This is an optimization exercise on Yosys and OpenROAD, whose aim is small area and a short achievable clock period, not a production implementation.
The RTL was checked by simulation tests, not by an equivalence proof against the original design.

==> flow/design.v, too long to show whole: its modules and the start of the top module <==
// module full_adder: 10 lines
// module final_adder: 244 lines
// module fp32_unpacker: 20 lines
// module fp32_aligner: 18 lines
// module wallace_tree_8_inputs: 507 lines
// module fp32_normalizer_rounder: 471 lines
// module fp32_packer: 14 lines
// module fp32_adder_tree_8_inputs: 860 lines
module fp32_adder_tree_8_inputs (
    input wire clk,
    input wire rst_n,
    input wire [127:0] dvr_fp32addtree8to1_s0,
    input wire [127:0] dvr_fp32addtree8to1_s1,
    input wire [2:0] cru_fp32addtree8to1,
    output wire [127:0] dr_fp32addtree8to1_d
);
  // ...
==> flow/flow/run.sh <==
#!/bin/bash
# Layout flow: ORFS, with two changes to its synthesis script and a setup
# margin for timing repair.
#  - synthesis: Yosys's generic synth step runs without its quick ABC pass, so
#    the full adders written in the RTL reach extract_fa as written (no
#    inverters around them); the final ABC mapping uses flow/abc.script.
#  - layout: standard steps; repair_timing aims at SETUP_SLACK_MARGIN; the
#    port buffers are the platform's smallest buffer.
# Each tool's output goes to ORFS's own logs (orfs/logs/...); make's output to flow.log.
set -euo pipefail
HERE=$(pwd)
FL=$HERE/flow
source $FL/params.sh
sed -e 's#^source \$::env(SCRIPTS_DIR)/synth_preamble.tcl#&\nset abc_args [lreplace $abc_args 1 1 '"$FL"'/abc.script]#' \
    -e 's#synth -top \$::env(DESIGN_NAME) -run fine: {\*}\$synth_full_args#& -noabc#' \
    $FLOW_HOME/scripts/synth.tcl > $HERE/my_synth.tcl
grep -q -- '-noabc' $HERE/my_synth.tcl
grep -q 'abc.script\]' $HERE/my_synth.tcl
sed -e "s#source \$::env(SCRIPTS_DIR)/synth.tcl#source $HERE/my_synth.tcl#" synth_recipe.tcl > my_synth_recipe.tcl
grep -q my_synth.tcl my_synth_recipe.tcl
sed -e "s#SYNTH_SCRIPT=[^ ]*#SYNTH_SCRIPT=$HERE/my_synth_recipe.tcl#" standard.sh > my_standard.sh
grep -q my_synth_recipe.tcl my_standard.sh
export SETUP_SLACK_MARGIN=$MARGIN
# every port still gets a buffer, the smallest one
export BUFFER_PORTS_ARGS="${PORTBUF:--buffer_cell sky130_fd_sc_hd__buf_1}"
bash my_standard.sh finish > flow.log 2>&1
==> flow/flow/abc.script <==
strash
dch
map -B 0.9
mfs
strash
dch
map -B 0.9
topo
stime -c
buffer -c
upsize -c
dnsize -c
==> flow/flow/params.sh <==
MARGIN=41

==> flow/standard.sh <==
#!/bin/bash
# synth_recipe.tcl (not shown) runs the flow's synth.tcl, then flattens the netlist and writes it again
# the make line also repeats each setting of config.mk as NAME=value (left out here)
make -C /OpenROAD-flow-scripts/flow DESIGN_CONFIG=/design/flow/config.mk WORK_HOME=/design/flow/orfs CLKGATE_MAP_FILE= SYNTH_SCRIPT=/design/flow/synth_recipe.tcl "${@:-finish}"
==> flow/config.mk <==
export PLATFORM = sky130hd
export DESIGN_NAME = fp32_adder_tree_8_inputs
export DESIGN_NICKNAME = fp32_adder_tree_8_inputs
export VERILOG_FILES = /design/flow/design.v
export SDC_FILE = /design/flow/constraint.sdc
export NUM_CORES = 8
export LEC_CHECK = 0
export ABC_AREA = 1
export CAP_MARGIN = 20
export CORE_MARGIN = 2
export CORE_UTILIZATION = 40
export SLEW_MARGIN = 20
==> flow/constraint.sdc <==
create_clock -name core_clock -period 64.0 [get_ports {clk}]
set_input_delay 12.8000 -clock core_clock [delete_from_list [all_inputs] [get_ports {clk}]]
set_output_delay 12.8000 -clock core_clock [all_outputs]
set_load 0.01 [all_outputs]
==> impl_metrics.ini, run 1 <==
[logic_synthesis]
synth-simple-area-share_pct = 37.80
synth_top_family_by_area = simple AND/OR/NAND/NOR gates
synthArstFlopShare_pct = 100.0
yosys-top-cells-area = nand2_1, fa_1, o21ai_0
synthFlopType = dfrtp_1

[worst_setup_path]
critPathRequiredTime_ns = 64.25
critPathSlowestCell = o21ai_0
cp-end-kind = flop

[sta]
fin_tns_setup_ns = 0
rsz0062_at_grt = yes
tightestPinTransition_ns = 1.191
slew-limit-headroom_pct = 20.59
hold_violations = 0

[cells_and_area]
finalCoreUtilization_pct = 43.37
layout-area-overhead-vs-synth_pct = 7.621
antenna_cells = 0
nets = 6312
largestClassByArea = multi-input gates
stdcell_area_um2 = 35500
final_cells = 6761
final_common_cell = nand2_1

[place]
place_area_um2 = 35010

[global_routing]
grt-busiest-layer = met2
grt_max_degree = 54
grt.met2_usage_pct = 52.32
grt_pass1_wl_um = 203700

[floorplan]
dieArea_um2 = 84770
num_tap_cells = 1070

[clocking]
cts_sinks = 86
cts_buffer_depth = 2
cts_made_buffers = 9
postCtsHoldBufs = 0
clk_pin_slew_worst_paths_ns = 0.08

[routing]
routed_wl_um = 134700
drtIter0Drc = 3113
wl_met1_um = 57920
route.vias.total = 37004
highest_layer = met5

[status]
outcome = no timing/DRC/antenna violations
==> module fp32_adder_tree_8_inputs, before the edit <==
module fp32_adder_tree_8_inputs (
    input wire clk,
    input wire rst_n,
    input wire [127:0] dvr_fp32addtree8to1_s0,
    input wire [127:0] dvr_fp32addtree8to1_s1,
    input wire [2:0] cru_fp32addtree8to1,
    output wire [127:0] dr_fp32addtree8to1_d
);
    genvar i;
    wire [7:0] sgn, hid, inf, nan;
    wire [7:0] ex [0:7];
    wire [22:0] man [0:7];
    generate
        for (i = 0; i < 8; i = i + 1) begin : unpack_gen
            fp32_unpacker u (
                .fp_in({dvr_fp32addtree8to1_s1[16*i +: 16], dvr_fp32addtree8to1_s0[16*i +: 16]}),
                .sign(sgn[i]), .exponent(ex[i]), .hidden(hid[i]), .mantissa(man[i]),
                .is_inf(inf[i]), .is_nan(nan[i]));
        end
    endgenerate
    wire pinf = |(inf & ~sgn);
    wire ninf = |(inf & sgn);
    wire res_nan = (|nan) | (pinf & ninf);
    wire res_inf = pinf | ninf;
    wire all_neg = &sgn;
    wire [7:0] x0 = ex[0];
    wire [7:0] x1 = ex[1];
    wire [7:0] x2 = ex[2];
    wire [7:0] x3 = ex[3];
    wire [7:0] x4 = ex[4];
    wire [7:0] x5 = ex[5];
    wire [7:0] x6 = ex[6];
    wire [7:0] x7 = ex[7];
    wire mx_1 = x0[0] & ~x1[0];
    wire mx_2 = x0[1] & ~x1[1];
    wire mx_3 = x0[2] & ~x1[2];
    wire mx_4 = x0[3] & ~x1[3];
    wire mx_5 = x0[4] & ~x1[4];
    wire mx_6 = x0[5] & ~x1[5];
    wire mx_7 = x0[6] & ~x1[6];
    wire mx_8 = x0[7] & ~x1[7];
    wire mx_9 = x0[0] | ~x1[0];
    wire mx_10 = x0[1] | ~x1[1];
    wire mx_11 = x0[2] | ~x1[2];
    wire mx_12 = x0[3] | ~x1[3];
    wire mx_13 = x0[4] | ~x1[4];
    wire mx_14 = x0[5] | ~x1[5];
    wire mx_15 = x0[6] | ~x1[6];
    wire mx_16 = x0[7] | ~x1[7];
    wire mx_17 = mx_1 | (mx_9 & 1'b1);
    wire mx_18 = mx_2 | (mx_10 & mx_17);
    wire mx_19 = mx_10 & mx_9;
    wire mx_20 = mx_3 | (mx_11 & mx_2);
    wire mx_21 = mx_11 & mx_10;
    wire mx_22 = mx_4 | (mx_12 & mx_3);
    wire mx_23 = mx_12 & mx_11;
    wire mx_24 = mx_5 | (mx_13 & mx_4);
    wire mx_25 = mx_13 & mx_12;
    wire mx_26 = mx_6 | (mx_14 & mx_5);
    wire mx_27 = mx_14 & mx_13;
    wire mx_28 = mx_7 | (mx_15 & mx_6);
    wire mx_29 = mx_15 & mx_14;
    wire mx_30 = mx_8 | (mx_16 & mx_7);
    wire mx_31 = mx_16 & mx_15;
    wire mx_32 = mx_20 | (mx_21 & mx_17);
    wire mx_33 = mx_21 & mx_9;
    wire mx_34 = mx_22 | (mx_23 & mx_18);
    wire mx_35 = mx_23 & mx_19;
    wire mx_36 = mx_24 | (mx_25 & mx_20);
    wire mx_37 = mx_25 & mx_21;
    wire mx_38 = mx_26 | (mx_27 & mx_22);
    wire mx_39 = mx_27 & mx_23;
    wire mx_40 = mx_28 | (mx_29 & mx_24);
    wire mx_41 = mx_29 & mx_25;
    wire mx_42 = mx_30 | (mx_31 & mx_26);
    wire mx_43 = mx_31 & mx_27;
    wire mx_44 = mx_36 | (mx_37 & mx_17);
    wire mx_45 = mx_37 & mx_9;
    wire mx_46 = mx_38 | (mx_39 & mx_18);
    wire mx_47 = mx_39 & mx_19;
    wire mx_48 = mx_40 | (mx_41 & mx_32);
    wire mx_49 = mx_41 & mx_33;
    wire mx_50 = mx_42 | (mx_43 & mx_34);
    wire mx_51 = mx_43 & mx_35;
    wire [7:0] mx0_0 = mx_50 ? x0 : x1;
    wire mx_52 = x2[0] & ~x3[0];
    wire mx_53 = x2[1] & ~x3[1];
    wire mx_54 = x2[2] & ~x3[2];
    wire mx_55 = x2[3] & ~x3[3];
    wire mx_56 = x2[4] & ~x3[4];
    wire mx_57 = x2[5] & ~x3[5];
    wire mx_58 = x2[6] & ~x3[6];
    wire mx_59 = x2[7] & ~x3[7];
    wire mx_60 = x2[0] | ~x3[0];
    wire mx_61 = x2[1] | ~x3[1];
    wire mx_62 = x2[2] | ~x3[2];
    wire mx_63 = x2[3] | ~x3[3];
    wire mx_64 = x2[4] | ~x3[4];
    wire mx_65 = x2[5] | ~x3[5];
    wire mx_66 = x2[6] | ~x3[6];
    wire mx_67 = x2[7] | ~x3[7];
    wire mx_68 = mx_52 | (mx_60 & 1'b1);
    wire mx_69 = mx_53 | (mx_61 & mx_68);
    wire mx_70 = mx_61 & mx_60;
    wire mx_71 = mx_54 | (mx_62 & mx_53);
    wire mx_72 = mx_62 & mx_61;
    wire mx_73 = mx_55 | (mx_63 & mx_54);
    wire mx_74 = mx_63 & mx_62;
    wire mx_75 = mx_56 | (mx_64 & mx_55);
    wire mx_76 = mx_64 & mx_63;
    wire mx_77 = mx_57 | (mx_65 & mx_56);
    wire mx_78 = mx_65 & mx_64;
    wire mx_79 = mx_58 | (mx_66 & mx_57);
    wire mx_80 = mx_66 & mx_65;
    wire mx_81 = mx_59 | (mx_67 & mx_58);
    wire mx_82 = mx_67 & mx_66;
    wire mx_83 = mx_71 | (mx_72 & mx_68);
    wire mx_84 = mx_72 & mx_60;
    wire mx_85 = mx_73 | (mx_74 & mx_69);
    wire mx_86 = mx_74 & mx_70;
    wire mx_87 = mx_75 | (mx_76 & mx_71);
    wire mx_88 = mx_76 & mx_72;
    wire mx_89 = mx_77 | (mx_78 & mx_73);
    wire mx_90 = mx_78 & mx_74;
    wire mx_91 = mx_79 | (mx_80 & mx_75);
    wire mx_92 = mx_80 & mx_76;
    wire mx_93 = mx_81 | (mx_82 & mx_77);
    wire mx_94 = mx_82 & mx_78;
    wire mx_95 = mx_87 | (mx_88 & mx_68);
    wire mx_96 = mx_88 & mx_60;
    wire mx_97 = mx_89 | (mx_90 & mx_69);
    wire mx_98 = mx_90 & mx_70;
    wire mx_99 = mx_91 | (mx_92 & mx_83);
    wire mx_100 = mx_92 & mx_84;
    wire mx_101 = mx_93 | (mx_94 & mx_85);
    wire mx_102 = mx_94 & mx_86;
    wire [7:0] mx0_1 = mx_101 ? x2 : x3;
    wire mx_103 = x4[0] & ~x5[0];
    wire mx_104 = x4[1] & ~x5[1];
    wire mx_105 = x4[2] & ~x5[2];
    wire mx_106 = x4[3] & ~x5[3];
    wire mx_107 = x4[4] & ~x5[4];
    wire mx_108 = x4[5] & ~x5[5];
    wire mx_109 = x4[6] & ~x5[6];
    wire mx_110 = x4[7] & ~x5[7];
    wire mx_111 = x4[0] | ~x5[0];
    wire mx_112 = x4[1] | ~x5[1];
    wire mx_113 = x4[2] | ~x5[2];
    wire mx_114 = x4[3] | ~x5[3];
    wire mx_115 = x4[4] | ~x5[4];
    wire mx_116 = x4[5] | ~x5[5];
    wire mx_117 = x4[6] | ~x5[6];
    wire mx_118 = x4[7] | ~x5[7];
    wire mx_119 = mx_103 | (mx_111 & 1'b1);
    wire mx_120 = mx_104 | (mx_112 & mx_119);
    wire mx_121 = mx_112 & mx_111;
    wire mx_122 = mx_105 | (mx_113 & mx_104);
    wire mx_123 = mx_113 & mx_112;
    wire mx_124 = mx_106 | (mx_114 & mx_105);
    wire mx_125 = mx_114 & mx_113;
    wire mx_126 = mx_107 | (mx_115 & mx_106);
    wire mx_127 = mx_115 & mx_114;
    wire mx_128 = mx_108 | (mx_116 & mx_107);
    wire mx_129 = mx_116 & mx_115;
    wire mx_130 = mx_109 | (mx_117 & mx_108);
    wire mx_131 = mx_117 & mx_116;
    wire mx_132 = mx_110 | (mx_118 & mx_109);
    wire mx_133 = mx_118 & mx_117;
    wire mx_134 = mx_122 | (mx_123 & mx_119);
    wire mx_135 = mx_123 & mx_111;
    wire mx_136 = mx_124 | (mx_125 & mx_120);
    wire mx_137 = mx_125 & mx_121;
    wire mx_138 = mx_126 | (mx_127 & mx_122);
    wire mx_139 = mx_127 & mx_123;
    wire mx_140 = mx_128 | (mx_129 & mx_124);
    wire mx_141 = mx_129 & mx_125;
    wire mx_142 = mx_130 | (mx_131 & mx_126);
    wire mx_143 = mx_131 & mx_127;
    wire mx_144 = mx_132 | (mx_133 & mx_128);
    wire mx_145 = mx_133 & mx_129;
    wire mx_146 = mx_138 | (mx_139 & mx_119);
    wire mx_147 = mx_139 & mx_111;
    wire mx_148 = mx_140 | (mx_141 & mx_120);
    wire mx_149 = mx_141 & mx_121;
    wire mx_150 = mx_142 | (mx_143 & mx_134);
    wire mx_151 = mx_143 & mx_135;
    wire mx_152 = mx_144 | (mx_145 & mx_136);
    wire mx_153 = mx_145 & mx_137;
    wire [7:0] mx0_2 = mx_152 ? x4 : x5;
    wire mx_154 = x6[0] & ~x7[0];
    wire mx_155 = x6[1] & ~x7[1];
    wire mx_156 = x6[2] & ~x7[2];
    wire mx_157 = x6[3] & ~x7[3];
    wire mx_158 = x6[4] & ~x7[4];
    wire mx_159 = x6[5] & ~x7[5];
    wire mx_160 = x6[6] & ~x7[6];
    wire mx_161 = x6[7] & ~x7[7];
    wire mx_162 = x6[0] | ~x7[0];
    wire mx_163 = x6[1] | ~x7[1];
    wire mx_164 = x6[2] | ~x7[2];
    wire mx_165 = x6[3] | ~x7[3];
    wire mx_166 = x6[4] | ~x7[4];
    wire mx_167 = x6[5] | ~x7[5];
    wire mx_168 = x6[6] | ~x7[6];
    wire mx_169 = x6[7] | ~x7[7];
    wire mx_170 = mx_154 | (mx_162 & 1'b1);
    wire mx_171 = mx_155 | (mx_163 & mx_170);
    wire mx_172 = mx_163 & mx_162;
    wire mx_173 = mx_156 | (mx_164 & mx_155);
    wire mx_174 = mx_164 & mx_163;
    wire mx_175 = mx_157 | (mx_165 & mx_156);
    wire mx_176 = mx_165 & mx_164;
    wire mx_177 = mx_158 | (mx_166 & mx_157);
    wire mx_178 = mx_166 & mx_165;
    wire mx_179 = mx_159 | (mx_167 & mx_158);
    wire mx_180 = mx_167 & mx_166;
    wire mx_181 = mx_160 | (mx_168 & mx_159);
    wire mx_182 = mx_168 & mx_167;
    wire mx_183 = mx_161 | (mx_169 & mx_160);
    wire mx_184 = mx_169 & mx_168;
    wire mx_185 = mx_173 | (mx_174 & mx_170);
    wire mx_186 = mx_174 & mx_162;
    wire mx_187 = mx_175 | (mx_176 & mx_171);
    wire mx_188 = mx_176 & mx_172;
    wire mx_189 = mx_177 | (mx_178 & mx_173);
    wire mx_190 = mx_178 & mx_174;
    wire mx_191 = mx_179 | (mx_180 & mx_175);
    wire mx_192 = mx_180 & mx_176;
    wire mx_193 = mx_181 | (mx_182 & mx_177);
    wire mx_194 = mx_182 & mx_178;
    wire mx_195 = mx_183 | (mx_184 & mx_179);
    wire mx_196 = mx_184 & mx_180;
    wire mx_197 = mx_189 | (mx_190 & mx_170);
    wire mx_198 = mx_190 & mx_162;
    wire mx_199 = mx_191 | (mx_192 & mx_171);
    wire mx_200 = mx_192 & mx_172;
    wire mx_201 = mx_193 | (mx_194 & mx_185);
    wire mx_202 = mx_194 & mx_186;
    wire mx_203 = mx_195 | (mx_196 & mx_187);
    wire mx_204 = mx_196 & mx_188;
    wire [7:0] mx0_3 = mx_203 ? x6 : x7;
    wire mx_205 = mx0_0[0] & ~mx0_1[0];
    wire mx_206 = mx0_0[1] & ~mx0_1[1];
    wire mx_207 = mx0_0[2] & ~mx0_1[2];
    wire mx_208 = mx0_0[3] & ~mx0_1[3];
    wire mx_209 = mx0_0[4] & ~mx0_1[4];
    wire mx_210 = mx0_0[5] & ~mx0_1[5];
    wire mx_211 = mx0_0[6] & ~mx0_1[6];
    wire mx_212 = mx0_0[7] & ~mx0_1[7];
    wire mx_213 = mx0_0[0] | ~mx0_1[0];
    wire mx_214 = mx0_0[1] | ~mx0_1[1];
    wire mx_215 = mx0_0[2] | ~mx0_1[2];
    wire mx_216 = mx0_0[3] | ~mx0_1[3];
    wire mx_217 = mx0_0[4] | ~mx0_1[4];
    wire mx_218 = mx0_0[5] | ~mx0_1[5];
    wire mx_219 = mx0_0[6] | ~mx0_1[6];
    wire mx_220 = mx0_0[7] | ~mx0_1[7];
    wire mx_221 = mx_205 | (mx_213 & 1'b1);
    wire mx_222 = mx_206 | (mx_214 & mx_221);
    wire mx_223 = mx_214 & mx_213;
    wire mx_224 = mx_207 | (mx_215 & mx_206);
    wire mx_225 = mx_215 & mx_214;
    wire mx_226 = mx_208 | (mx_216 & mx_207);
    wire mx_227 = mx_216 & mx_215;
    wire mx_228 = mx_209 | (mx_217 & mx_208);
    wire mx_229 = mx_217 & mx_216;
    wire mx_230 = mx_210 | (mx_218 & mx_209);
    wire mx_231 = mx_218 & mx_217;
    wire mx_232 = mx_211 | (mx_219 & mx_210);
    wire mx_233 = mx_219 & mx_218;
    wire mx_234 = mx_212 | (mx_220 & mx_211);
    wire mx_235 = mx_220 & mx_219;
    wire mx_236 = mx_224 | (mx_225 & mx_221);
    wire mx_237 = mx_225 & mx_213;
    wire mx_238 = mx_226 | (mx_227 & mx_222);
    wire mx_239 = mx_227 & mx_223;
    wire mx_240 = mx_228 | (mx_229 & mx_224);
    wire mx_241 = mx_229 & mx_225;
    wire mx_242 = mx_230 | (mx_231 & mx_226);
    wire mx_243 = mx_231 & mx_227;
    wire mx_244 = mx_232 | (mx_233 & mx_228);
    wire mx_245 = mx_233 & mx_229;
    wire mx_246 = mx_234 | (mx_235 & mx_230);
    wire mx_247 = mx_235 & mx_231;
    wire mx_248 = mx_240 | (mx_241 & mx_221);
    wire mx_249 = mx_241 & mx_213;
    wire mx_250 = mx_242 | (mx_243 & mx_222);
    wire mx_251 = mx_243 & mx_223;
    wire mx_252 = mx_244 | (mx_245 & mx_236);
    wire mx_253 = mx_245 & mx_237;
    wire mx_254 = mx_246 | (mx_247 & mx_238);
    wire mx_255 = mx_247 & mx_239;
    wire [7:0] mx1_0 = mx_254 ? mx0_0 : mx0_1;
    wire mx_256 = mx0_2[0] & ~mx0_3[0];
    wire mx_257 = mx0_2[1] & ~mx0_3[1];
    wire mx_258 = mx0_2[2] & ~mx0_3[2];
    wire mx_259 = mx0_2[3] & ~mx0_3[3];
    wire mx_260 = mx0_2[4] & ~mx0_3[4];
    wire mx_261 = mx0_2[5] & ~mx0_3[5];
    wire mx_262 = mx0_2[6] & ~mx0_3[6];
    wire mx_263 = mx0_2[7] & ~mx0_3[7];
    wire mx_264 = mx0_2[0] | ~mx0_3[0];
    wire mx_265 = mx0_2[1] | ~mx0_3[1];
    wire mx_266 = mx0_2[2] | ~mx0_3[2];
    wire mx_267 = mx0_2[3] | ~mx0_3[3];
    wire mx_268 = mx0_2[4] | ~mx0_3[4];
    wire mx_269 = mx0_2[5] | ~mx0_3[5];
    wire mx_270 = mx0_2[6] | ~mx0_3[6];
    wire mx_271 = mx0_2[7] | ~mx0_3[7];
    wire mx_272 = mx_256 | (mx_264 & 1'b1);
    wire mx_273 = mx_257 | (mx_265 & mx_272);
    wire mx_274 = mx_265 & mx_264;
    wire mx_275 = mx_258 | (mx_266 & mx_257);
    wire mx_276 = mx_266 & mx_265;
    wire mx_277 = mx_259 | (mx_267 & mx_258);
    wire mx_278 = mx_267 & mx_266;
    wire mx_279 = mx_260 | (mx_268 & mx_259);
    wire mx_280 = mx_268 & mx_267;
    wire mx_281 = mx_261 | (mx_269 & mx_260);
    wire mx_282 = mx_269 & mx_268;
    wire mx_283 = mx_262 | (mx_270 & mx_261);
    wire mx_284 = mx_270 & mx_269;
    wire mx_285 = mx_263 | (mx_271 & mx_262);
    wire mx_286 = mx_271 & mx_270;
    wire mx_287 = mx_275 | (mx_276 & mx_272);
    wire mx_288 = mx_276 & mx_264;
    wire mx_289 = mx_277 | (mx_278 & mx_273);
    wire mx_290 = mx_278 & mx_274;
    wire mx_291 = mx_279 | (mx_280 & mx_275);
    wire mx_292 = mx_280 & mx_276;
    wire mx_293 = mx_281 | (mx_282 & mx_277);
    wire mx_294 = mx_282 & mx_278;
    wire mx_295 = mx_283 | (mx_284 & mx_279);
    wire mx_296 = mx_284 & mx_280;
    wire mx_297 = mx_285 | (mx_286 & mx_281);
    wire mx_298 = mx_286 & mx_282;
    wire mx_299 = mx_291 | (mx_292 & mx_272);
    wire mx_300 = mx_292 & mx_264;
    wire mx_301 = mx_293 | (mx_294 & mx_273);
    wire mx_302 = mx_294 & mx_274;
    wire mx_303 = mx_295 | (mx_296 & mx_287);
    wire mx_304 = mx_296 & mx_288;
    wire mx_305 = mx_297 | (mx_298 & mx_289);
    wire mx_306 = mx_298 & mx_290;
    wire [7:0] mx1_1 = mx_305 ? mx0_2 : mx0_3;
    wire mx_307 = mx1_0[0] & ~mx1_1[0];
    wire mx_308 = mx1_0[1] & ~mx1_1[1];
    wire mx_309 = mx1_0[2] & ~mx1_1[2];
    wire mx_310 = mx1_0[3] & ~mx1_1[3];
    wire mx_311 = mx1_0[4] & ~mx1_1[4];
    wire mx_312 = mx1_0[5] & ~mx1_1[5];
    wire mx_313 = mx1_0[6] & ~mx1_1[6];
    wire mx_314 = mx1_0[7] & ~mx1_1[7];
    wire mx_315 = mx1_0[0] | ~mx1_1[0];
    wire mx_316 = mx1_0[1] | ~mx1_1[1];
    wire mx_317 = mx1_0[2] | ~mx1_1[2];
    wire mx_318 = mx1_0[3] | ~mx1_1[3];
    wire mx_319 = mx1_0[4] | ~mx1_1[4];
    wire mx_320 = mx1_0[5] | ~mx1_1[5];
    wire mx_321 = mx1_0[6] | ~mx1_1[6];
    wire mx_322 = mx1_0[7] | ~mx1_1[7];
    wire mx_323 = mx_307 | (mx_315 & 1'b1);
    wire mx_324 = mx_308 | (mx_316 & mx_323);
    wire mx_325 = mx_316 & mx_315;
    wire mx_326 = mx_309 | (mx_317 & mx_308);
    wire mx_327 = mx_317 & mx_316;
    wire mx_328 = mx_310 | (mx_318 & mx_309);
    wire mx_329 = mx_318 & mx_317;
    wire mx_330 = mx_311 | (mx_319 & mx_310);
    wire mx_331 = mx_319 & mx_318;
    wire mx_332 = mx_312 | (mx_320 & mx_311);
    wire mx_333 = mx_320 & mx_319;
    wire mx_334 = mx_313 | (mx_321 & mx_312);
    wire mx_335 = mx_321 & mx_320;
    wire mx_336 = mx_314 | (mx_322 & mx_313);
    wire mx_337 = mx_322 & mx_321;
    wire mx_338 = mx_326 | (mx_327 & mx_323);
    wire mx_339 = mx_327 & mx_315;
    wire mx_340 = mx_328 | (mx_329 & mx_324);
    wire mx_341 = mx_329 & mx_325;
    wire mx_342 = mx_330 | (mx_331 & mx_326);
    wire mx_343 = mx_331 & mx_327;
    wire mx_344 = mx_332 | (mx_333 & mx_328);
    wire mx_345 = mx_333 & mx_329;
    wire mx_346 = mx_334 | (mx_335 & mx_330);
    wire mx_347 = mx_335 & mx_331;
    wire mx_348 = mx_336 | (mx_337 & mx_332);
    wire mx_349 = mx_337 & mx_333;
    wire mx_350 = mx_342 | (mx_343 & mx_323);
    wire mx_351 = mx_343 & mx_315;
    wire mx_352 = mx_344 | (mx_345 & mx_324);
    wire mx_353 = mx_345 & mx_325;
    wire mx_354 = mx_346 | (mx_347 & mx_338);
    wire mx_355 = mx_347 & mx_339;
    wire mx_356 = mx_348 | (mx_349 & mx_340);
    wire mx_357 = mx_349 & mx_341;
    wire [7:0] mx2_0 = mx_356 ? mx1_0 : mx1_1;
    wire [7:0] emax = mx2_0;
    wire [7:0] dif [0:7];
    wire [7:0] nx0 = ~ex[0];
    wire [7:0] d0;
    wire df_1 = emax[0] & nx0[0];
    wire df_2 = emax[1] & nx0[1];
    wire df_3 = emax[2] & nx0[2];
    wire df_4 = emax[3] & nx0[3];
    wire df_5 = emax[4] & nx0[4];
    wire df_6 = emax[5] & nx0[5];
    wire df_7 = emax[6] & nx0[6];
    wire df_8 = emax[7] & nx0[7];
    wire df_9 = emax[0] ^ nx0[0];
    wire df_10 = emax[1] ^ nx0[1];
    wire df_11 = emax[2] ^ nx0[2];
    wire df_12 = emax[3] ^ nx0[3];
    wire df_13 = emax[4] ^ nx0[4];
    wire df_14 = emax[5] ^ nx0[5];
    wire df_15 = emax[6] ^ nx0[6];
    wire df_16 = emax[7] ^ nx0[7];
    wire df_17 = df_1 | (df_9 & 1'b1);
    wire df_18 = df_2 | (df_10 & df_17);
    wire df_19 = df_10 & df_9;
    wire df_20 = df_4 | (df_12 & df_3);
    wire df_21 = df_12 & df_11;
    wire df_22 = df_6 | (df_14 & df_5);
    wire df_23 = df_14 & df_13;
    wire df_24 = df_8 | (df_16 & df_7);
    wire df_25 = df_16 & df_15;
    wire df_26 = df_20 | (df_21 & df_18);
    wire df_27 = df_21 & df_19;
    wire df_28 = df_24 | (df_25 & df_22);
    wire df_29 = df_25 & df_23;
    wire df_30 = df_28 | (df_29 & df_26);
    wire df_31 = df_29 & df_27;
    wire df_32 = df_22 | (df_23 & df_26);
    wire df_33 = df_23 & df_27;
    wire df_34 = df_3 | (df_11 & df_18);
    wire df_35 = df_11 & df_19;
    wire df_36 = df_5 | (df_13 & df_26);
    wire df_37 = df_13 & df_27;
    wire df_38 = df_7 | (df_15 & df_32);
    wire df_39 = df_15 & df_33;
    assign d0[0] = df_9 ^ 1'b1;
    assign d0[1] = df_10 ^ df_17;
    assign d0[2] = df_11 ^ df_18;
    assign d0[3] = df_12 ^ df_34;
    assign d0[4] = df_13 ^ df_26;
    assign d0[5] = df_14 ^ df_36;
    assign d0[6] = df_15 ^ df_32;
    assign d0[7] = df_16 ^ df_38;
    assign dif[0] = d0;
    wire [7:0] nx1 = ~ex[1];
    wire [7:0] d1;
    wire df_40 = emax[0] & nx1[0];
    wire df_41 = emax[1] & nx1[1];
    wire df_42 = emax[2] & nx1[2];
    wire df_43 = emax[3] & nx1[3];
    wire df_44 = emax[4] & nx1[4];
    wire df_45 = emax[5] & nx1[5];
    wire df_46 = emax[6] & nx1[6];
    wire df_47 = emax[7] & nx1[7];
    wire df_48 = emax[0] ^ nx1[0];
    wire df_49 = emax[1] ^ nx1[1];
    wire df_50 = emax[2] ^ nx1[2];
    wire df_51 = emax[3] ^ nx1[3];
    wire df_52 = emax[4] ^ nx1[4];
    wire df_53 = emax[5] ^ nx1[5];
    wire df_54 = emax[6] ^ nx1[6];
    wire df_55 = emax[7] ^ nx1[7];
    wire df_56 = df_40 | (df_48 & 1'b1);
    wire df_57 = df_41 | (df_49 & df_56);
    wire df_58 = df_49 & df_48;
    wire df_59 = df_43 | (df_51 & df_42);
    wire df_60 = df_51 & df_50;
    wire df_61 = df_45 | (df_53 & df_44);
    wire df_62 = df_53 & df_52;
    wire df_63 = df_47 | (df_55 & df_46);
    wire df_64 = df_55 & df_54;
    wire df_65 = df_59 | (df_60 & df_57);
    wire df_66 = df_60 & df_58;
    wire df_67 = df_63 | (df_64 & df_61);
    wire df_68 = df_64 & df_62;
    wire df_69 = df_67 | (df_68 & df_65);
    wire df_70 = df_68 & df_66;
    wire df_71 = df_61 | (df_62 & df_65);
    wire df_72 = df_62 & df_66;
    wire df_73 = df_42 | (df_50 & df_57);
    wire df_74 = df_50 & df_58;
    wire df_75 = df_44 | (df_52 & df_65);
    wire df_76 = df_52 & df_66;
    wire df_77 = df_46 | (df_54 & df_71);
    wire df_78 = df_54 & df_72;
    assign d1[0] = df_48 ^ 1'b1;
    assign d1[1] = df_49 ^ df_56;
    assign d1[2] = df_50 ^ df_57;
    assign d1[3] = df_51 ^ df_73;
    assign d1[4] = df_52 ^ df_65;
    assign d1[5] = df_53 ^ df_75;
    assign d1[6] = df_54 ^ df_71;
    assign d1[7] = df_55 ^ df_77;
    assign dif[1] = d1;
    wire [7:0] nx2 = ~ex[2];
    wire [7:0] d2;
    wire df_79 = emax[0] & nx2[0];
    wire df_80 = emax[1] & nx2[1];
    wire df_81 = emax[2] & nx2[2];
    wire df_82 = emax[3] & nx2[3];
    wire df_83 = emax[4] & nx2[4];
    wire df_84 = emax[5] & nx2[5];
    wire df_85 = emax[6] & nx2[6];
    wire df_86 = emax[7] & nx2[7];
    wire df_87 = emax[0] ^ nx2[0];
    wire df_88 = emax[1] ^ nx2[1];
    wire df_89 = emax[2] ^ nx2[2];
    wire df_90 = emax[3] ^ nx2[3];
    wire df_91 = emax[4] ^ nx2[4];
    wire df_92 = emax[5] ^ nx2[5];
    wire df_93 = emax[6] ^ nx2[6];
    wire df_94 = emax[7] ^ nx2[7];
    wire df_95 = df_79 | (df_87 & 1'b1);
    wire df_96 = df_80 | (df_88 & df_95);
    wire df_97 = df_88 & df_87;
    wire df_98 = df_82 | (df_90 & df_81);
    wire df_99 = df_90 & df_89;
    wire df_100 = df_84 | (df_92 & df_83);
    wire df_101 = df_92 & df_91;
    wire df_102 = df_86 | (df_94 & df_85);
    wire df_103 = df_94 & df_93;
    wire df_104 = df_98 | (df_99 & df_96);
    wire df_105 = df_99 & df_97;
    wire df_106 = df_102 | (df_103 & df_100);
    wire df_107 = df_103 & df_101;
    wire df_108 = df_106 | (df_107 & df_104);
    wire df_109 = df_107 & df_105;
    wire df_110 = df_100 | (df_101 & df_104);
    wire df_111 = df_101 & df_105;
    wire df_112 = df_81 | (df_89 & df_96);
    wire df_113 = df_89 & df_97;
    wire df_114 = df_83 | (df_91 & df_104);
    wire df_115 = df_91 & df_105;
    wire df_116 = df_85 | (df_93 & df_110);
    wire df_117 = df_93 & df_111;
    assign d2[0] = df_87 ^ 1'b1;
    assign d2[1] = df_88 ^ df_95;
    assign d2[2] = df_89 ^ df_96;
    assign d2[3] = df_90 ^ df_112;
    assign d2[4] = df_91 ^ df_104;
    assign d2[5] = df_92 ^ df_114;
    assign d2[6] = df_93 ^ df_110;
    assign d2[7] = df_94 ^ df_116;
    assign dif[2] = d2;
    wire [7:0] nx3 = ~ex[3];
    wire [7:0] d3;
    wire df_118 = emax[0] & nx3[0];
    wire df_119 = emax[1] & nx3[1];
    wire df_120 = emax[2] & nx3[2];
    wire df_121 = emax[3] & nx3[3];
    wire df_122 = emax[4] & nx3[4];
    wire df_123 = emax[5] & nx3[5];
    wire df_124 = emax[6] & nx3[6];
    wire df_125 = emax[7] & nx3[7];
    wire df_126 = emax[0] ^ nx3[0];
    wire df_127 = emax[1] ^ nx3[1];
    wire df_128 = emax[2] ^ nx3[2];
    wire df_129 = emax[3] ^ nx3[3];
    wire df_130 = emax[4] ^ nx3[4];
    wire df_131 = emax[5] ^ nx3[5];
    wire df_132 = emax[6] ^ nx3[6];
    wire df_133 = emax[7] ^ nx3[7];
    wire df_134 = df_118 | (df_126 & 1'b1);
    wire df_135 = df_119 | (df_127 & df_134);
    wire df_136 = df_127 & df_126;
    wire df_137 = df_121 | (df_129 & df_120);
    wire df_138 = df_129 & df_128;
    wire df_139 = df_123 | (df_131 & df_122);
    wire df_140 = df_131 & df_130;
    wire df_141 = df_125 | (df_133 & df_124);
    wire df_142 = df_133 & df_132;
    wire df_143 = df_137 | (df_138 & df_135);
    wire df_144 = df_138 & df_136;
    wire df_145 = df_141 | (df_142 & df_139);
    wire df_146 = df_142 & df_140;
    wire df_147 = df_145 | (df_146 & df_143);
    wire df_148 = df_146 & df_144;
    wire df_149 = df_139 | (df_140 & df_143);
    wire df_150 = df_140 & df_144;
    wire df_151 = df_120 | (df_128 & df_135);
    wire df_152 = df_128 & df_136;
    wire df_153 = df_122 | (df_130 & df_143);
    wire df_154 = df_130 & df_144;
    wire df_155 = df_124 | (df_132 & df_149);
    wire df_156 = df_132 & df_150;
    assign d3[0] = df_126 ^ 1'b1;
    assign d3[1] = df_127 ^ df_134;
    assign d3[2] = df_128 ^ df_135;
    assign d3[3] = df_129 ^ df_151;
    assign d3[4] = df_130 ^ df_143;
    assign d3[5] = df_131 ^ df_153;
    assign d3[6] = df_132 ^ df_149;
    assign d3[7] = df_133 ^ df_155;
    assign dif[3] = d3;
    wire [7:0] nx4 = ~ex[4];
    wire [7:0] d4;
    wire df_157 = emax[0] & nx4[0];
    wire df_158 = emax[1] & nx4[1];
    wire df_159 = emax[2] & nx4[2];
    wire df_160 = emax[3] & nx4[3];
    wire df_161 = emax[4] & nx4[4];
    wire df_162 = emax[5] & nx4[5];
    wire df_163 = emax[6] & nx4[6];
    wire df_164 = emax[7] & nx4[7];
    wire df_165 = emax[0] ^ nx4[0];
    wire df_166 = emax[1] ^ nx4[1];
    wire df_167 = emax[2] ^ nx4[2];
    wire df_168 = emax[3] ^ nx4[3];
    wire df_169 = emax[4] ^ nx4[4];
    wire df_170 = emax[5] ^ nx4[5];
    wire df_171 = emax[6] ^ nx4[6];
    wire df_172 = emax[7] ^ nx4[7];
    wire df_173 = df_157 | (df_165 & 1'b1);
    wire df_174 = df_158 | (df_166 & df_173);
    wire df_175 = df_166 & df_165;
    wire df_176 = df_160 | (df_168 & df_159);
    wire df_177 = df_168 & df_167;
    wire df_178 = df_162 | (df_170 & df_161);
    wire df_179 = df_170 & df_169;
    wire df_180 = df_164 | (df_172 & df_163);
    wire df_181 = df_172 & df_171;
    wire df_182 = df_176 | (df_177 & df_174);
    wire df_183 = df_177 & df_175;
    wire df_184 = df_180 | (df_181 & df_178);
    wire df_185 = df_181 & df_179;
    wire df_186 = df_184 | (df_185 & df_182);
    wire df_187 = df_185 & df_183;
    wire df_188 = df_178 | (df_179 & df_182);
    wire df_189 = df_179 & df_183;
    wire df_190 = df_159 | (df_167 & df_174);
    wire df_191 = df_167 & df_175;
    wire df_192 = df_161 | (df_169 & df_182);
    wire df_193 = df_169 & df_183;
    wire df_194 = df_163 | (df_171 & df_188);
    wire df_195 = df_171 & df_189;
    assign d4[0] = df_165 ^ 1'b1;
    assign d4[1] = df_166 ^ df_173;
    assign d4[2] = df_167 ^ df_174;
    assign d4[3] = df_168 ^ df_190;
    assign d4[4] = df_169 ^ df_182;
    assign d4[5] = df_170 ^ df_192;
    assign d4[6] = df_171 ^ df_188;
    assign d4[7] = df_172 ^ df_194;
    assign dif[4] = d4;
    wire [7:0] nx5 = ~ex[5];
    wire [7:0] d5;
    wire df_196 = emax[0] & nx5[0];
    wire df_197 = emax[1] & nx5[1];
    wire df_198 = emax[2] & nx5[2];
    wire df_199 = emax[3] & nx5[3];
    wire df_200 = emax[4] & nx5[4];
    wire df_201 = emax[5] & nx5[5];
    wire df_202 = emax[6] & nx5[6];
    wire df_203 = emax[7] & nx5[7];
    wire df_204 = emax[0] ^ nx5[0];
    wire df_205 = emax[1] ^ nx5[1];
    wire df_206 = emax[2] ^ nx5[2];
    wire df_207 = emax[3] ^ nx5[3];
    wire df_208 = emax[4] ^ nx5[4];
    wire df_209 = emax[5] ^ nx5[5];
    wire df_210 = emax[6] ^ nx5[6];
    wire df_211 = emax[7] ^ nx5[7];
    wire df_212 = df_196 | (df_204 & 1'b1);
    wire df_213 = df_197 | (df_205 & df_212);
    wire df_214 = df_205 & df_204;
    wire df_215 = df_199 | (df_207 & df_198);
    wire df_216 = df_207 & df_206;
    wire df_217 = df_201 | (df_209 & df_200);
    wire df_218 = df_209 & df_208;
    wire df_219 = df_203 | (df_211 & df_202);
    wire df_220 = df_211 & df_210;
    wire df_221 = df_215 | (df_216 & df_213);
    wire df_222 = df_216 & df_214;
    wire df_223 = df_219 | (df_220 & df_217);
    wire df_224 = df_220 & df_218;
    wire df_225 = df_223 | (df_224 & df_221);
    wire df_226 = df_224 & df_222;
    wire df_227 = df_217 | (df_218 & df_221);
    wire df_228 = df_218 & df_222;
    wire df_229 = df_198 | (df_206 & df_213);
    wire df_230 = df_206 & df_214;
    wire df_231 = df_200 | (df_208 & df_221);
    wire df_232 = df_208 & df_222;
    wire df_233 = df_202 | (df_210 & df_227);
    wire df_234 = df_210 & df_228;
    assign d5[0] = df_204 ^ 1'b1;
    assign d5[1] = df_205 ^ df_212;
    assign d5[2] = df_206 ^ df_213;
    assign d5[3] = df_207 ^ df_229;
    assign d5[4] = df_208 ^ df_221;
    assign d5[5] = df_209 ^ df_231;
    assign d5[6] = df_210 ^ df_227;
    assign d5[7] = df_211 ^ df_233;
    assign dif[5] = d5;
    wire [7:0] nx6 = ~ex[6];
    wire [7:0] d6;
    wire df_235 = emax[0] & nx6[0];
    wire df_236 = emax[1] & nx6[1];
    wire df_237 = emax[2] & nx6[2];
    wire df_238 = emax[3] & nx6[3];
    wire df_239 = emax[4] & nx6[4];
    wire df_240 = emax[5] & nx6[5];
    wire df_241 = emax[6] & nx6[6];
    wire df_242 = emax[7] & nx6[7];
    wire df_243 = emax[0] ^ nx6[0];
    wire df_244 = emax[1] ^ nx6[1];
    wire df_245 = emax[2] ^ nx6[2];
    wire df_246 = emax[3] ^ nx6[3];
    wire df_247 = emax[4] ^ nx6[4];
    wire df_248 = emax[5] ^ nx6[5];
    wire df_249 = emax[6] ^ nx6[6];
    wire df_250 = emax[7] ^ nx6[7];
    wire df_251 = df_235 | (df_243 & 1'b1);
    wire df_252 = df_236 | (df_244 & df_251);
    wire df_253 = df_244 & df_243;
    wire df_254 = df_238 | (df_246 & df_237);
    wire df_255 = df_246 & df_245;
    wire df_256 = df_240 | (df_248 & df_239);
    wire df_257 = df_248 & df_247;
    wire df_258 = df_242 | (df_250 & df_241);
    wire df_259 = df_250 & df_249;
    wire df_260 = df_254 | (df_255 & df_252);
    wire df_261 = df_255 & df_253;
    wire df_262 = df_258 | (df_259 & df_256);
    wire df_263 = df_259 & df_257;
    wire df_264 = df_262 | (df_263 & df_260);
    wire df_265 = df_263 & df_261;
    wire df_266 = df_256 | (df_257 & df_260);
    wire df_267 = df_257 & df_261;
    wire df_268 = df_237 | (df_245 & df_252);
    wire df_269 = df_245 & df_253;
    wire df_270 = df_239 | (df_247 & df_260);
    wire df_271 = df_247 & df_261;
    wire df_272 = df_241 | (df_249 & df_266);
    wire df_273 = df_249 & df_267;
    assign d6[0] = df_243 ^ 1'b1;
    assign d6[1] = df_244 ^ df_251;
    assign d6[2] = df_245 ^ df_252;
    assign d6[3] = df_246 ^ df_268;
    assign d6[4] = df_247 ^ df_260;
    assign d6[5] = df_248 ^ df_270;
    assign d6[6] = df_249 ^ df_266;
    assign d6[7] = df_250 ^ df_272;
    assign dif[6] = d6;
    wire [7:0] nx7 = ~ex[7];
    wire [7:0] d7;
    wire df_274 = emax[0] & nx7[0];
    wire df_275 = emax[1] & nx7[1];
    wire df_276 = emax[2] & nx7[2];
    wire df_277 = emax[3] & nx7[3];
    wire df_278 = emax[4] & nx7[4];
    wire df_279 = emax[5] & nx7[5];
    wire df_280 = emax[6] & nx7[6];
    wire df_281 = emax[7] & nx7[7];
    wire df_282 = emax[0] ^ nx7[0];
    wire df_283 = emax[1] ^ nx7[1];
    wire df_284 = emax[2] ^ nx7[2];
    wire df_285 = emax[3] ^ nx7[3];
    wire df_286 = emax[4] ^ nx7[4];
    wire df_287 = emax[5] ^ nx7[5];
    wire df_288 = emax[6] ^ nx7[6];
    wire df_289 = emax[7] ^ nx7[7];
    wire df_290 = df_274 | (df_282 & 1'b1);
    wire df_291 = df_275 | (df_283 & df_290);
    wire df_292 = df_283 & df_282;
    wire df_293 = df_277 | (df_285 & df_276);
    wire df_294 = df_285 & df_284;
    wire df_295 = df_279 | (df_287 & df_278);
    wire df_296 = df_287 & df_286;
    wire df_297 = df_281 | (df_289 & df_280);
    wire df_298 = df_289 & df_288;
    wire df_299 = df_293 | (df_294 & df_291);
    wire df_300 = df_294 & df_292;
    wire df_301 = df_297 | (df_298 & df_295);
    wire df_302 = df_298 & df_296;
    wire df_303 = df_301 | (df_302 & df_299);
    wire df_304 = df_302 & df_300;
    wire df_305 = df_295 | (df_296 & df_299);
    wire df_306 = df_296 & df_300;
    wire df_307 = df_276 | (df_284 & df_291);
    wire df_308 = df_284 & df_292;
    wire df_309 = df_278 | (df_286 & df_299);
    wire df_310 = df_286 & df_300;
    wire df_311 = df_280 | (df_288 & df_305);
    wire df_312 = df_288 & df_306;
    assign d7[0] = df_282 ^ 1'b1;
    assign d7[1] = df_283 ^ df_290;
    assign d7[2] = df_284 ^ df_291;
    assign d7[3] = df_285 ^ df_307;
    assign d7[4] = df_286 ^ df_299;
    assign d7[5] = df_287 ^ df_309;
    assign d7[6] = df_288 ^ df_305;
    assign d7[7] = df_289 ^ df_311;
    assign dif[7] = d7;
    wire [255:0] aligned;
    generate
        for (i = 0; i < 8; i = i + 1) begin : align_gen
            fp32_aligner a (
                .sign(sgn[i]), .hidden(hid[i]), .mantissa(man[i]),
                .diff(dif[i]),
                .aligned(aligned[32*i +: 32]));
        end
    endgenerate
    wire [35:0] row_a, row_b, sum;
    wallace_tree_8_inputs tree (.data_in(aligned), .sgn(sgn), .row_a(row_a), .row_b(row_b));
    reg [35:0] row_a_q;
    reg [35:0] row_b_q;
    reg [7:0] emax_q;
    reg nan_q;
    reg inf_q;
    reg ninf_q;
    reg allneg_q;
    reg valid_q;
    reg [1:0] seg_q;
    always @(posedge clk or negedge rst_n) begin
        if (!rst_n) begin
            row_a_q <= 0;
            row_b_q <= 0;
            emax_q <= 0;
            nan_q <= 0;
            inf_q <= 0;
            ninf_q <= 0;
            allneg_q <= 0;
            valid_q <= 0;
            seg_q <= 0;
        end else begin
            row_a_q <= row_a;
            row_b_q <= row_b;
            emax_q <= emax;
            nan_q <= res_nan;
            inf_q <= res_inf;
            ninf_q <= ninf;
            allneg_q <= all_neg;
            valid_q <= cru_fp32addtree8to1[2];
            seg_q <= cru_fp32addtree8to1[1:0];
        end
    end
    wire [35:0] sum_q;
    final_adder cpa (.a(row_a_q), .b(row_b_q), .sum(sum_q));
    wire neg = sum_q[35];
    wire [34:0] mag = sum_q[34:0] ^ {35{neg}};
    wire zero = ~|mag;
    wire sign = zero ? allneg_q : neg;
    wire [30:0] res;
    wire overflow;
    fp32_normalizer_rounder nr (.mag(mag), .exp_in(emax_q), .res(res), .overflow(overflow));
    wire [31:0] fp_sum_result;
    fp32_packer pk (.res_nan(nan_q), .res_inf(inf_q), .inf_sign(ninf_q),
                    .overflow(overflow), .sign(sign), .res(res), .fp_out(fp_sum_result));
    assign dr_fp32addtree8to1_d = {
        {32{valid_q & (seg_q == 2'b11)}} & fp_sum_result,
        {32{valid_q & (seg_q == 2'b10)}} & fp_sum_result,
        {32{valid_q & (seg_q == 2'b01)}} & fp_sum_result,
        {32{valid_q & (seg_q == 2'b00)}} & fp_sum_result};
endmodule
==> inputs of run 2 (changes only) <==
--- a/flow/design.v
+++ b/flow/design.v
@@ -2102,27 +2102,18 @@
     reg valid_q;
     reg [1:0] seg_q;
     always @(posedge clk or negedge rst_n) begin
-        if (!rst_n) begin
-            row_a_q <= 0;
-            row_b_q <= 0;
-            emax_q <= 0;
-            nan_q <= 0;
-            inf_q <= 0;
-            ninf_q <= 0;
-            allneg_q <= 0;
-            valid_q <= 0;
-            seg_q <= 0;
-        end else begin
-            row_a_q <= row_a;
-            row_b_q <= row_b;
-            emax_q <= emax;
-            nan_q <= res_nan;
-            inf_q <= res_inf;
-            ninf_q <= ninf;
-            allneg_q <= all_neg;
-            valid_q <= cru_fp32addtree8to1[2];
-            seg_q <= cru_fp32addtree8to1[1:0];
-        end
+        if (!rst_n) valid_q <= 1'b0;
+        else valid_q <= cru_fp32addtree8to1[2];
+    end
+    always @(posedge clk) begin
+        row_a_q <= row_a;
+        row_b_q <= row_b;
+        emax_q <= emax;
+        nan_q <= res_nan;
+        inf_q <= res_inf;
+        ninf_q <= ninf;
+        allneg_q <= all_neg;
+        seg_q <= cru_fp32addtree8to1[1:0];
     end
     wire [35:0] sum_q;
     final_adder cpa (.a(row_a_q), .b(row_b_q), .sum(sum_q));
==> flow/flow/abc.script (replaced) <==
strash
dch
map -B 0.9
topo
mfs
strash
dch
map -B 0.9
topo
stime -c
buffer -c
upsize -c
dnsize -c
==> run 2 against run 1 <==
  * Still clean
  * Cell count is 0.84% higher
  * First-iteration DRC count is 1.4% higher
  * Sequential share of layout area is 1.1 points lower
  * Global-route usage is 0.65 points higher
  * Via count is 0.66% higher
  * Synthesized area is 1.1% lower
  * Non-clock buffer count is 2 higher
  * Synthesized cell count is 1.3% higher
  * Critical path type unchanged
==> impl_metrics.ini, run 2 <==
[status]
outcome = no timing/DRC/antenna violations

[cells_and_area]
final_common_cell = nand2_1
reg_top3 = row_a_q (36), row_b_q (35), emax_q (8)
final_cell_mix = nand2_1, o21ai_0, inv_1, nor2_1, buf_1
top_register = row_a_q
drive_above_1_share_pct = 4.327
layout-area-overhead-vs-synth_pct = 7.563
largest_reg_flops = 36
nets = 6376

[sta]
rsz0062_at_grt = no
tightestPinTransition_ns = 1.079
finalCritPeriodShare_pct = 35.01
worst_slack_ns = 41.59
hold_violations = 0
finalMaxSlewViolations = 0
timing.fmax_mhz = 44.63
fin_tns_setup_ns = 0
setup_viol = 0
fin_crit_ns = 22.41
slew-limit-headroom_pct = 28.00

[floorplan]
rows = 104
die_y_um = 289.5
fp.dieW_um = 289.5
io_pins = 389
start_util_pct = 40.41
dieArea_um2 = 83810
core_um2 = 80680

[logic_synthesis]
synth_most_common_cell = nand2_1
synth_cell_type_count = 64
synth_area_um2 = 32610
ys.warnings.count = 1
synth_edf_count = 0
ys_seq_elements = 86
synthFlopType = dfxtp_1
yosysSeqAreaShare_pct = 5.296
synth_cells = 5569
syn_area_per_cell_um2 = 5.855
ys_top_cells_by_count = nand2_1, o21ai_0, inv_1
synthArstFlopShare_pct = 1.163
yosys-top-cells-area = nand2_1, fa_1, o21ai_0
yosys.area.top_type = nand2_1
synth_nets = 6195
synth.top_cell.area_share_pct = 19.63

[clocking]
cts_buffer_depth = 2
clk_pin_slew_worst_paths_ns = 0.08
cts_sinks = 86
cts_tree = built
cts_max_level = 3
cts_made_buffers = 9
clock-root-buffer = clkbuf_16

[worst_setup_path]
crit_arrival_ns = 22.72
path_max_fanout = 14
critPathSlowestCell = o21ai_0
cp_common_cell = fa_1
cp-end-kind = flop
setup.worst_path.class = in2reg
slowest_delay_ns = 0.61
critPathRequiredTime_ns = 64.31
worstSetupStartpointType = input port

[place]
io_buffers = 388
dp_hpwl_um = 117400
gp_congestion = 1.009
pre_cts_ws_ns = 39.48

[routing]
drc = 0
via_per_inst = 5.463
post_drt_wl_per_cell_um = 20.04
routed_wl_um = 136600
drtAntennaViolNets = 0
drt_first_pass_iters = 7
route.vias.total = 37250
drtIter0Drc = 3158

[min_path]
hold_class = in2async

[global_routing]
grt_max_degree = 41
antenna_found_initial = 18
grt_usage_pct = 31.39
grt_pass1_wl_um = 202800
grt-ovfl-total = 0
grt_pass1_vias = 34261

[run]
drv_cap = 0
==> run 2: how the worst max path moves through the flow <==
stage                                startpoint          end  slack, ns  cells past startpoint
floorplan            dvr_fp32addtree8to1_s1[78]  row_a_q[12]      42.66                     45
global placement      dvr_fp32addtree8to1_s1[9]   row_a_q[1]      39.55                     41
detailed placement    dvr_fp32addtree8to1_s1[9]   row_a_q[1]      39.48                     43
CTS                  dvr_fp32addtree8to1_s1[43]  row_a_q[10]      41.03                     46
global route        dvr_fp32addtree8to1_s1[105]  row_a_q[12]      40.95                     43
finish               dvr_fp32addtree8to1_s1[25]   row_a_q[2]      41.59                     40
==> run 2: layout make-up <==
type                            instances  area [µm²]
Clock buffer                            9       225.2
Timing Repair Buffer                  437        1829
Timing Repair inverter                  1       7.507
Inverter                              619        2355
Clock inverter                          7       71.32
Sequential cell                        86        1727
Multi-Input combinational cell       4596       27520
Antenna cell                            3       7.507
Tap cell                             1060        1326
Fill cell                            9100       45610
==> run 2: critical path: cells and delay by family <==
| kind | cells | cell delay, ns |
|---|---|---|
| AO/OA/AOI/OAI | 15 | 3.16 |
| XOR/XNOR | 1 | 0.37 |
| adder cells (fa/ha/maj) | 7 | 3.18 |
| buffers and inverters | 4 | 0.80 |
| AND/OR/NAND/NOR | 13 | 2.40 |
==> run 2: logic make-up (layout without fill, tap and decap cells) <==
| group | after synthesis | in the layout | share of synthesized area (%) |
|---|---|---|---|
| AO/OA/AOI/OAI | 980 | 980 | 16.48 |
| XOR/XNOR | 297 | 297 | 7.978 |
| adder cells (fa/ha/maj) | 365 | 365 | 19.35 |
| buffers and inverters | 887 | 1073 | 10.94 |
| flip-flops | 86 | 86 | 5.296 |
| multiplexers | 82 | 82 | 2.517 |
| other | 0 | 3 | 0 |
| AND/OR/NAND/NOR | 2872 | 2872 | 37.45 |
==> run 2: metal layers <==
metal / GRT usage (%) / up-vias / wire length [µm]
met3: 3.273 / 287 / 8161
met2: 52.85 / 1334 / 63970
met1: 41.07 / 17188 / 58110
met4: 12.72 / 28 / 6182
met5: 0 / - / 188
li1: - / 18413 / -
==> run 2: through the flow <==
step / hold WS, ns / util, % / cell area (µm²) / cells
final: 12.18 / 43.47 / 35070 / 6818
after global routing: 12.18 / 43.46 / 35070 / 6816
after CTS: 12.16 / 43.27 / 34910 / 6813
after detailed placement: 12.57 / 42.85 / 34570 / 6796
after global placement: 12.58 / 42.84 / 34560 / 6795
after floorplan: 12.50 / - / 32610 / 5569
==> run 2: repair_timing <==
item	4_1_cts	5_1_grt
buffers inserted	1	0
pin swaps	0	0
endpoints found under the setup margin	68	68
resized for setup	23	48
hold buffers	0	0
cloned	0	1
==> inputs of run 3 (changes only) <==
==> flow/flow/abc.script (replaced) <==
strash
dch
map -B 0.9
mfs
strash
dch
map -B 0.9
topo
stime -c
buffer -c
upsize -c
dnsize -c
==> flow/flow/params.sh (replaced) <==
MARGIN=42

==> run 3 against run 2 <==
  * The run now fails in synthesis
==> impl_metrics.ini, run 3 <==
[status]
outcome = did not finish
stop_stage = synthesis
tool.error = ERROR: ABC failed with status 6

[logic_synthesis]
ys.warnings.count = 1
==> inputs of run 4 (changes only) <==
==> flow/flow/abc.script (replaced) <==
strash
dch
map -B 0.9
topo
mfs
strash
dch
map -B 0.9
topo
mfs
strash
dch
map -B 0.9
topo
stime -c
buffer -c
upsize -c
dnsize -c
==> run 4 against run 3 <==
  * The run now finishes clean
==> impl_metrics.ini, run 4 <==
[global_routing]
grt_max_degree = 46
grt_pass1_vias = 33650
grt_usage_pct = 29.95
grt-ovfl-total = 0
grt_pass1_wl_um = 193600
antenna_found_initial = 11

[cells_and_area]
final_cells = 6779
largest_reg_flops = 36
antenna_cells = 0
layout-area-overhead-vs-synth_pct = 9.462
nets = 6340
top_register = row_a_q
drive_above_1_share_pct = 5.788
reg_top3 = row_a_q (36), row_b_q (35), emax_q (8)
final_cell_mix = nand2_1, o21ai_0, inv_1, nor2_1, buf_1
final_common_cell = nand2_1

[floorplan]
dieArea_um2 = 83590
fp.dieW_um = 289.1
die_y_um = 289.1
io_pins = 389
core_um2 = 80550
rows = 104
start_util_pct = 40.37

[logic_synthesis]
synth_most_common_cell = nand2_1
synth.top_cell.area_share_pct = 18.75
ys.warnings.count = 1
syn_area_per_cell_um2 = 5.931
synth_edf_count = 0
yosys.area.top_type = nand2_1
synthFlopType = dfxtp_1
synth_area_um2 = 32520
yosysSeqAreaShare_pct = 5.310
synth_cells = 5483
yosys-top-cells-area = nand2_1, fa_1, o21ai_0
ys_top_cells_by_count = nand2_1, o21ai_0, inv_1
synth_cell_type_count = 68
ys_seq_elements = 86
synth_nets = 6109
synthArstFlopShare_pct = 1.163

[clocking]
cts_max_level = 3
cts_sinks = 86
cts_made_buffers = 9
cts_buffer_depth = 2
clock-root-buffer = clkbuf_16
cts_tree = built
clk_pin_slew_worst_paths_ns = 0.08
postCtsHoldBufs = 0

[sta]
rsz0062_at_grt = yes
hold_violations = 0
finalCritPeriodShare_pct = 33.55
fin_crit_ns = 21.47
whs_ns = 12.18
setup_viol = 0
finalMaxSlewViolations = 0
tightestPinTransition_ns = 1.068
fin_tns_setup_ns = 0
slew-limit-headroom_pct = 28.83
timing.fmax_mhz = 46.57

[place]
gp_congestion = 1.016
place_inst = 6720
io_buffers = 388
dp_hpwl_um = 111900

[routing]
post_drt_wl_per_cell_um = 19.44
drt_first_pass_iters = 9
drc = 0
via_per_inst = 5.432
drtIter0Drc = 3132
drtAntennaViolNets = 0
route.vias.total = 36824
routed_wl_um = 131800

[run]
drv_cap = 0

[worst_setup_path]
worst-path-buf-inv = 5
critPathRequiredTime_ns = 64.23
crit_arrival_ns = 21.71
crit_family = adder cells
path_max_fanout = 14
worstSetupStartpointType = input port
slowest_delay_ns = 0.66
critPathSlowestCell = ha_1
crit_path_start = dvr_fp32addtree8to1_s1[108]
setup.worst_path.class = in2reg
cp-end-kind = flop

[status]
outcome = no timing/DRC/antenna violations

[min_path]
hold_class = in2async
run 4: final cells by class:
type	count	area, µm²
Timing Repair inverter	8	45.04
Sequential cell	86	1727
Clock buffer	9	225.2
Clock inverter	7	76.32
Multi-Input combinational cell	4515	27700
Timing Repair Buffer	464	2073
Tap cell	1060	1326
Fill cell	8889	44950
Inverter	630	2425
run 4: cells by family after synthesis:
group | share of synthesized area (%)
xor gates and xnor gates | 8.026
AOI/OAI and AO/OA | 17.03
buffers and inverters | 10.74
DFF | 5.310
adders and majority gates | 19.40
muxes | 2.555
and+or+nand+nor | 36.94
run 4: per-stage QoR:
| stage | setup WS, ns | util (%) | instance area (µm²) |
|---|---|---|---|
| 2_1_floorplan | 42.71 | - | 32520 |
| 3_3_place_gp | 39.83 | 42.89 | 34550 |
| 3_5_place_dp | 39.83 | 42.89 | 34550 |
| 4_1_cts | 42.01 | 43.42 | 34970 |
| 5_1_grt | 41.95 | 44.19 | 35590 |
| 6_report | 42.53 | 44.19 | 35590 |
run 4: timing repair:
action,4_1_cts,5_1_grt
setup endpoints to repair,68,95
gates cloned,0,12
pin swaps,2,21
resized for setup,44,107
buffers inserted,3,27
run 4: final timing paths:
kind,endpoint,cells after the start
max in group asynchronous,valid_q,1
worst min-delay path,valid_q,1
worst max-delay path,row_a_q[8],42
min in group core_clock,seg_q[1],1
run 4: metal layers:
metal	vias to the layer above	track usage [%]	routed length, µm	share of wire, %
li1	18315	-	-	-
met1	16959	37.75	55010	42
met2	1267	51.01	61650	47
met3	273	3.835	8134	6.2
met4	10	13.44	6951	5.3
met5	-	0	69	0.052
==> inputs of run 5 (changes only) <==
==> flow/flow/abc.script (replaced) <==
strash
dch
map -B 0.9
topo
mfs
strash
dch
map -B 0.9
topo
stime -c
buffer -c
upsize -c
dnsize -c
==> run 5 against run 4 <==
  * Via count increased by 2.5%
  * Core utilization increased by 0.19 points
  * Fmax down 0.39%
  * Non-clock buffer count up 6
  * Critical path type unchanged
  * Largest cell class unchanged
  * Sequential cell count stayed put
  * Sequential share of layout area about the same
  * Synthesized area grew 0.27%
==> impl_metrics.ini, run 5 <==
[worst_setup_path]
slowest_delay_ns = 0.55
critPathSlowestCell = fa_1
path_max_fanout = 23
worstSetupPathDepth = 47
cp-end-kind = flop
crit_arrival_ns = 21.80
crit_family = adder cells
worstSetupStartpointType = input port
worst-path-buf-inv = 7
critPathRequiredTime_ns = 64.25
setup.worst_path.class = in2reg

[floorplan]
rows = 104
io_pins = 389
start_util_pct = 40.41
dieArea_um2 = 83810
die_y_um = 289.5
fp.dieW_um = 289.5
core_um2 = 80680

[global_routing]
grt_pass1_vias = 34356
grt_pass1_wl_um = 203100
grt_usage_pct = 31.42
grt-ovfl-total = 0
antenna_found_initial = 18
grt_max_degree = 41

[clocking]
cts_tree = built
cts_buffer_depth = 2
cts_sinks = 86
cts_made_buffers = 9
postCtsHoldBufs = 0
cts_max_level = 3
clock-root-buffer = clkbuf_16
clk_pin_slew_worst_paths_ns = 0.08

[routing]
route.vias.total = 37751
post_drt_wl_per_cell_um = 20.12
drt_first_pass_iters = 6
via_per_inst = 5.501
drtIter0Drc = 3180
drc = 0
routed_wl_um = 138100
drtAntennaViolNets = 0

[run]
drv_cap = 0

[sta]
worst_slack_ns = 42.44
rsz0062_at_grt = yes
hold_violations = 0
tightestPinTransition_ns = 1.101
finalCritPeriodShare_pct = 33.68
fin_tns_setup_ns = 0
timing.fmax_mhz = 46.39
finalMaxSlewViolations = 0
setup_viol = 0
fin_crit_ns = 21.56
slew-limit-headroom_pct = 25.92
whs_ns = 12.18

[cells_and_area]
reg_top3 = row_a_q (36), row_b_q (35), emax_q (8)
drive_above_1_share_pct = 6.175
top_register = row_a_q
layout-area-overhead-vs-synth_pct = 9.824
largest_reg_flops = 36
nets = 6419
final_cell_mix = nand2_1, o21ai_0, inv_1, nor2_1, buf_1
final_common_cell = nand2_1
stdcell_area_um2 = 35810

[place]
dp_hpwl_um = 117400
pre_cts_ws_ns = 39.48
io_buffers = 388
place_area_um2 = 34570
gp_congestion = 1.009

[logic_synthesis]
synth_top_family_by_area = simple AND/OR/NAND/NOR gates
syn_area_per_cell_um2 = 5.855
synthArstFlopShare_pct = 1.163
synthAdderAreaFrac_pct = 19.35
synth_compound_area_share_pct = 16.48
yosys.area.top_type = nand2_1
synth_nets = 6195
synth_most_common_cell = nand2_1
synth_mux_area_share_pct = 2.517
synth_cells = 5569
yosysSeqAreaShare_pct = 5.296
ys.warnings.count = 1
synth_cell_type_count = 64
synth-simple-area-share_pct = 37.45
synth_area_um2 = 32610
yosys-top-cells-area = nand2_1, fa_1, o21ai_0
synthFlopType = dfxtp_1
synth_xor_area_share_pct = 7.978
ys_seq_elements = 86
synth_edf_count = 0
synth.top_cell.area_share_pct = 19.63
ys_top_cells_by_count = nand2_1, o21ai_0, inv_1

[min_path]
hold_class = in2async

[status]
outcome = no timing/DRC/antenna violations
## run 5: timing repair
| action | CTS | global route |
|---|---|---|
| setup endpoints to repair | 68 | 134 |
| buffers inserted | 3 | 31 |
| gates cloned | 0 | 12 |
| pin swaps | 2 | 20 |
| gates resized for setup | 84 | 127 |
## run 5: cell families (layout without fill, tap and decap cells)
group           count (synthesis)  in the layout
compound gates                980            981
xor+xnor                      297            297
mux                            82             82
fa+ha+maj                     365            365
other cells                     0              5
flops                          86             86
buf+inv                       887           1113
simple gates                 2872           2874
## run 5: worst max-delay path by stage
stage	endpoint	slack, ns	startpoint
2_1_floorplan	row_a_q[12]	42.66	dvr_fp32addtree8to1_s1[78]
3_3_place_gp	row_a_q[1]	39.55	dvr_fp32addtree8to1_s1[9]
3_5_place_dp	row_a_q[1]	39.48	dvr_fp32addtree8to1_s1[9]
5_1_grt	row_a_q[5]	41.96	dvr_fp32addtree8to1_s1[104]
6_report	row_a_q[18]	42.44	dvr_fp32addtree8to1_s1[56]
4_1_cts	row_a_q[2]	41.99	dvr_fp32addtree8to1_s1[56]
## run 5: per-stage QoR
step,util [%],instances
after floorplan,-,5569
after global placement,42.84,6795
after detailed placement,42.85,6796
after CTS,43.46,6815
after global routing,44.37,6859
final,44.38,6863
## run 5: layer usage
layer	wire (µm)	part of all wire [%]	track usage (%)
met2	64390	47	52.57
met4	6730	4.9	13.53
met1	58220	42	40.99
met3	8592	6.2	3.391
met5	165	0.12	0
## run 5: final cells by class
class	count	area, µm²
antenna	5	12.51
multi-input combinational	4599	27890
clock inverter	7	71.32
fill	9059	44870
tap	1060	1326
inverter	619	2391
clock buffer	9	225.2
sequential	86	1727
timing repair inverter	8	47.55
timing repair buffer	470	2117

## what the ideal ports hide
No port has a modelled driver above. Below, the same layouts with a new extraction and two added sets of constraints. Step 1: set_driving_cell puts a clkbuf_16 on clk and a buf_2 on each other input, an assumption about the parent block. Step 2, shift: input delay + t, output delay - t, t = (earliest + latest rising clock arrival at the registers) / 2. This alone moves slack from input paths to output paths. Slacks: ideal ports / drivers / drivers and shift; pairs: ideal ports / drivers.
run | shift t [ns] | setup slack, ns | worst hold slack (ns)
run 1 | 0.420 | 41.516 / 41.517 / 41.096 | 12.425 / 12.404 / 12.825
run 2 | 0.415 | 41.591 / 41.597 / 41.182 | 12.180 / 12.158 / 12.573
run 4 | 0.409 | 42.527 / 42.555 / 42.146 | 12.179 / 12.155 / 12.564
run 5 | 0.416 | 42.443 / 42.463 / 42.047 | 12.179 / 12.158 / 12.574
After both steps setup and hold are still met in every run listed. The setup slack of run 1, which loses most, moves by +0.001 ns with the drivers and by -0.420 ns with both steps.
